From an optimization exercise on the open Yosys and OpenROAD flow, aimed at small area, a short achievable clock period and few clock cycles; shortcuts taken in it are not production practice.
No functional check of the RTL was part of any run shown here.

==> flow/design.v, too long to show whole: its modules and the start of the top module <==
// module conv_yt: 178 lines
// module mac9: 1928 lines
module conv_yt(
input             rst,
input             clk,
output            M0_R_req,
output     [31:0] M0_addr,
input      [31:0] M0_R_data,
output     [3:0]  M0_W_req,
output     [31:0] M0_W_data,
output            M1_R_req,
output     [31:0] M1_addr,
input      [31:0] M1_R_data,
output reg [3:0]  M1_W_req,
output     [31:0] M1_W_data,
input             start,
output reg        finish
);
  // ...
==> flow/run.sh <==
#!/bin/bash
# synth_recipe.tcl (not shown) runs the flow's synth.tcl, then flattens the netlist and writes it again
# the make line also repeats each setting of config.mk as NAME=value (left out here)
make -C /OpenROAD-flow-scripts/flow DESIGN_CONFIG=/design/flow/config.mk WORK_HOME=/design/flow/orfs CLKGATE_MAP_FILE= SYNTH_SCRIPT=/design/flow/synth_recipe.tcl finish
==> flow/config.mk <==
export PLATFORM = sky130hd
export DESIGN_NAME = conv_yt
export DESIGN_NICKNAME = conv_yt
export VERILOG_FILES = /design/flow/design.v
export SDC_FILE = /design/flow/constraint.sdc
export NUM_CORES = 4
export LEC_CHECK = 0
export ABC_AREA = 1
export CAP_MARGIN = 20
export CORE_MARGIN = 2
export CORE_UTILIZATION = 40
export SLEW_MARGIN = 20
==> flow/constraint.sdc <==
create_clock -name core_clock -period 26.0 [get_ports {clk}]
set_input_delay 5.2000 -clock core_clock [delete_from_list [all_inputs] [get_ports {clk}]]
set_output_delay 5.2000 -clock core_clock [all_outputs]
set_load 0.01 [all_outputs]
==> notes.md, run 1 <==
run status timing/DRC/antenna clean; post-CTS setup buffer count 0; multi-input combinational area share 0.6748; unrepaired setup endpoints after global routing no; final hold violations 0; top layer used by detailed routing met5; total of clock buffers placed in the layout 61; filler cell count 17178; highest cell delay on the worst timing path 650 ps; leading cell type in the layout, fill and taps excluded sky130_fd_sc_hd__nand2_1; dominant combinational cell family by area after synthesis adder cells; Max Clk Rate 95.02 MHz; number of antenna violations at the first check in global routing 5; DRC violations left 0; timing endpoint of the critical path acc1[23]; die area 174000 µm²; Async S/R FF share, synth 0; clock-pin slew on the worst setup and hold paths 70 ps; Max clock buf depth 3; XOR/XNOR Fraction of Synth Area 0.1202; post-route design area 72170 µm²; number of buffers added to fix hold violations after cts 0; startpoint types flop; data arrival time at the worst-slack endpoint 11000 ps; Worst Reg-to-Reg Cells 32; multi-input logic area 48700 µm²
==> run 2: changes to the inputs <==
--- a/flow/config.mk
+++ b/flow/config.mk
@@ -9,4 +9,5 @@
 export CAP_MARGIN = 20
 export CORE_MARGIN = 2
 export CORE_UTILIZATION = 40
+export GPL_TIMING_DRIVEN = 0
 export SLEW_MARGIN = 20
==> notes.md, run 2 <==
Critical Path End Type flop; post-route design area 74890 µm² (+3.8%); share of post-route cells with drive strength above 1 0.08188; Slew Limit Headroom 0.06349; final worst hold slack 304.3 ps; final-report setup violation count 0; Chip Width 417.2 µm; die area 174000 µm² (unchanged); top post-synthesis cells by count sky130_fd_sc_hd__nand2_1 (1643), sky130_fd_sc_hd__inv_1 (1570), sky130_fd_sc_hd__xor2_1 (846); most frequent cells in the layout sky130_fd_sc_hd__nand2_1 (1643), sky130_fd_sc_hd__inv_1 (1570), sky130_fd_sc_hd__xor2_1 (846); overall global routing resource usage 0.4925; number of antenna violations at the first check in global routing 47 (+42); vias per inst 6.127; Async S/R FF share, synth 0 (unchanged); number of synthesized register bits 533; Clk Latency, worst-skew pair around 820 ps; Initial DRC Count 10550; setup slack of the critical path after layout 16330 ps; post-CTS setup buffer count 0 (unchanged); slew at the pin closest to its max-slew limit 1405 ps; distinct cell type count of the synthesized netlist 53; port buffer count between 90 and 100; run status timing/DRC/antenna clean; Worst Skew 88.63 ps; number of global-route vias before repair 67324; leading cell type in the layout, fill and taps excluded sky130_fd_sc_hd__nand2_1; data arrival time at the worst-slack endpoint 10350 ps (-650 ps); unrepaired setup endpoints after global routing no; CORE AREA 169500 µm²; detailed placement HPWL 348.3 mm; Period Utilization, post-route 0.3720; most used cell, CP sky130_fd_sc_hd__fa_1; highest cell delay on the worst timing path 790 ps (+140 ps); DRC violations left 0 (unchanged); maximum capacitance violations 0; type of the worst setup path flop to flop; total number of vias 70279; clock-pin slew on the worst setup and hold paths 70 ps (about the same); post_cts resized 0; syn avg cell area 7.659 µm²; TritonCTS clock tree done; first-pass GRT wire length 579.0 mm; final RePlAce weighted congestion 1.177; largest net degree at the start of global routing 21; total of warnings raised by yosys 4; starting utilization of the core area 0.4029; Post-Route Setup TNS 0 ps; cell with the biggest individual delay on the critical path sky130_fd_sc_hd__xor2_1; Placed Cells incl. Taps 11322; Post-synth EDFFs 40; leading register cell type out of synthesis sky130_fd_sc_hd__dfxtp_1; first-pass iteration count of the detailed router 8; Post-Syn Instances 8915; top-level I/O count 206; layout-stage area growth over the synthesis result 9.679%; largest registers s0 x96, s1 x96, s2 x96; final hold violations 0 (unchanged); count of standard-cell rows 151; die height 417.2 µm; met3 global-route usage 0.2425; TritonCTS buffer count 61; clk sink count around 530; Max Clk Rate 103.4 MHz (+8.8%); clock tree root buffer cell sky130_fd_sc_hd__clkbuf_16; Max clock buf depth 3 (unchanged); number of H-tree branching levels 2; final max-slew violation count 0; dominant cells by area after synthesis sky130_fd_sc_hd__fa_1 (23%), sky130_fd_sc_hd__dfxtp_1 (14%), sky130_fd_sc_hd__xor2_1 (11%); hold crit path type flop to flop; required time of the critical path between 20000 and 30000 ps; number of buffers added to fix hold violations after cts 0 (unchanged); GR peak layer met2; Final min period roughly 9700 ps; Congestion Overflow GR 0; most frequently used cell type in the post-synthesis netlist sky130_fd_sc_hd__nand2_1; cell area after placement 72690 µm²; Antenna Violating Nets Remaining 0; area share of the leading cell type in the synthesized netlist 0.2269; global-route track usage on met2 0.6694; dominant cell type by area after synthesis sky130_fd_sc_hd__fa_1; Post-Syn Area 68280 µm²; Avg WL per Cell 38.11 µm; Critical Path Fanout Max 10; total wire length after detailed routing 437.1 mm; Final Non-Filler Cells 11470; worst slack after detailed placement 16790 ps; Final #Nets 10344; startpoint types flop; met1 global-route usage 0.5911; part of the Yosys area used for sequential elements 0.1621
## run 2: cell types whose count changed in the layout (fill, tap and decap cells not counted), sizes merged
cell	change
inv	-6
buf	+269
bufinv	-1
clkinv	+5
diode	+31
clkbuf	+246
clkinvlp	+1
## run 2: worst paths after layout
check	endpoint	cells past startpoint	slack, ps	startpoint
max	acc1[12]	28	16330	m_pass
min	s0[1][2]	0	300	s1[1][2]
max reg2reg	acc1[12]	28	16330	m_pass
min reg2reg	s0[1][2]	0	300	s1[1][2]
## run 2: cells by family after synthesis
family	after synthesis	synth area share
AOI/OAI and AO/OA	1442	0.1352
xor gates and xnor gates	937	0.1202
adders and majority gates	1108	0.2881
buffers and inverters	2216	0.1313
DFF	533	0.1621
muxes	9	0.001411
other	2	0.0001100
and+or+nand+nor	2668	0.1615
## run 2: layout make-up
class / count / area (µm²)
Buffer: 593 / 3090
Multi-Input combinational cell: 6246 / 48570
Tap cell: 2218 / 2775
Antenna cell: 31 / 77.57
Clock buffer: 86 / 1730
Fill cell: 17759 / 94580
Sequential cell: 533 / 11070
Clock inverter: 29 / 350.3
Inverter: 1623 / 6092
Timing Repair Buffer: 111 / 1135
## run 2: metal layers
layer / wire length [µm] / vias up
met5: 756 / -
met4: 42040 / 46
met3: 65330 / 1722
met2: 168000 / 5659
met1: 161000 / 34298
li1: - / 28554
## run 2: per-stage QoR
stage / utilization
finish: 0.4419
global route: 0.4415
CTS: 0.4412
detailed placement: 0.4290
global placement: 0.4264
floorplan: -
## run 2: worst max-delay path, delay by kind of cell, from the launching register on
kind / cells / cell delay (ps)
AO/OA/AOI/OAI: 3 / 950
XOR/XNOR: 1 / 790
adder cells (fa/ha/maj): 7 / 3620
buffers and inverters: 8 / 1880
flip-flops: 1 / 320
AND/OR/NAND/NOR: 9 / 1940

-- static timing again, ports no longer ideal --
The flow's constraints put no driver on any port. The routed layouts listed below were extracted and timed again, unchanged, in two steps. Step 1: set_driving_cell puts a clkbuf_16 on clk and a buf_2 on each other input, an assumption about the parent block. Step 2 moves the port delays by t, midway between the first and last clock arrival at a register: inputs arrive t later, outputs are due t later. That takes back most of the time a late clock gives input paths. Three values: ideal ports, drivers, drivers and shift; two values: the first two.
run	shift t [ns]	slack for setup (ns)	slew at the worst register clock pin (ns)	cell pins on the clock port's net
run 1	0.712	15.476 / 15.476 / 15.476	0.09 / 0.09	1
run 2	0.861	16.329 / 16.329 / 16.329	0.10 / 0.10	1
After both steps setup and hold are still met in every run listed.
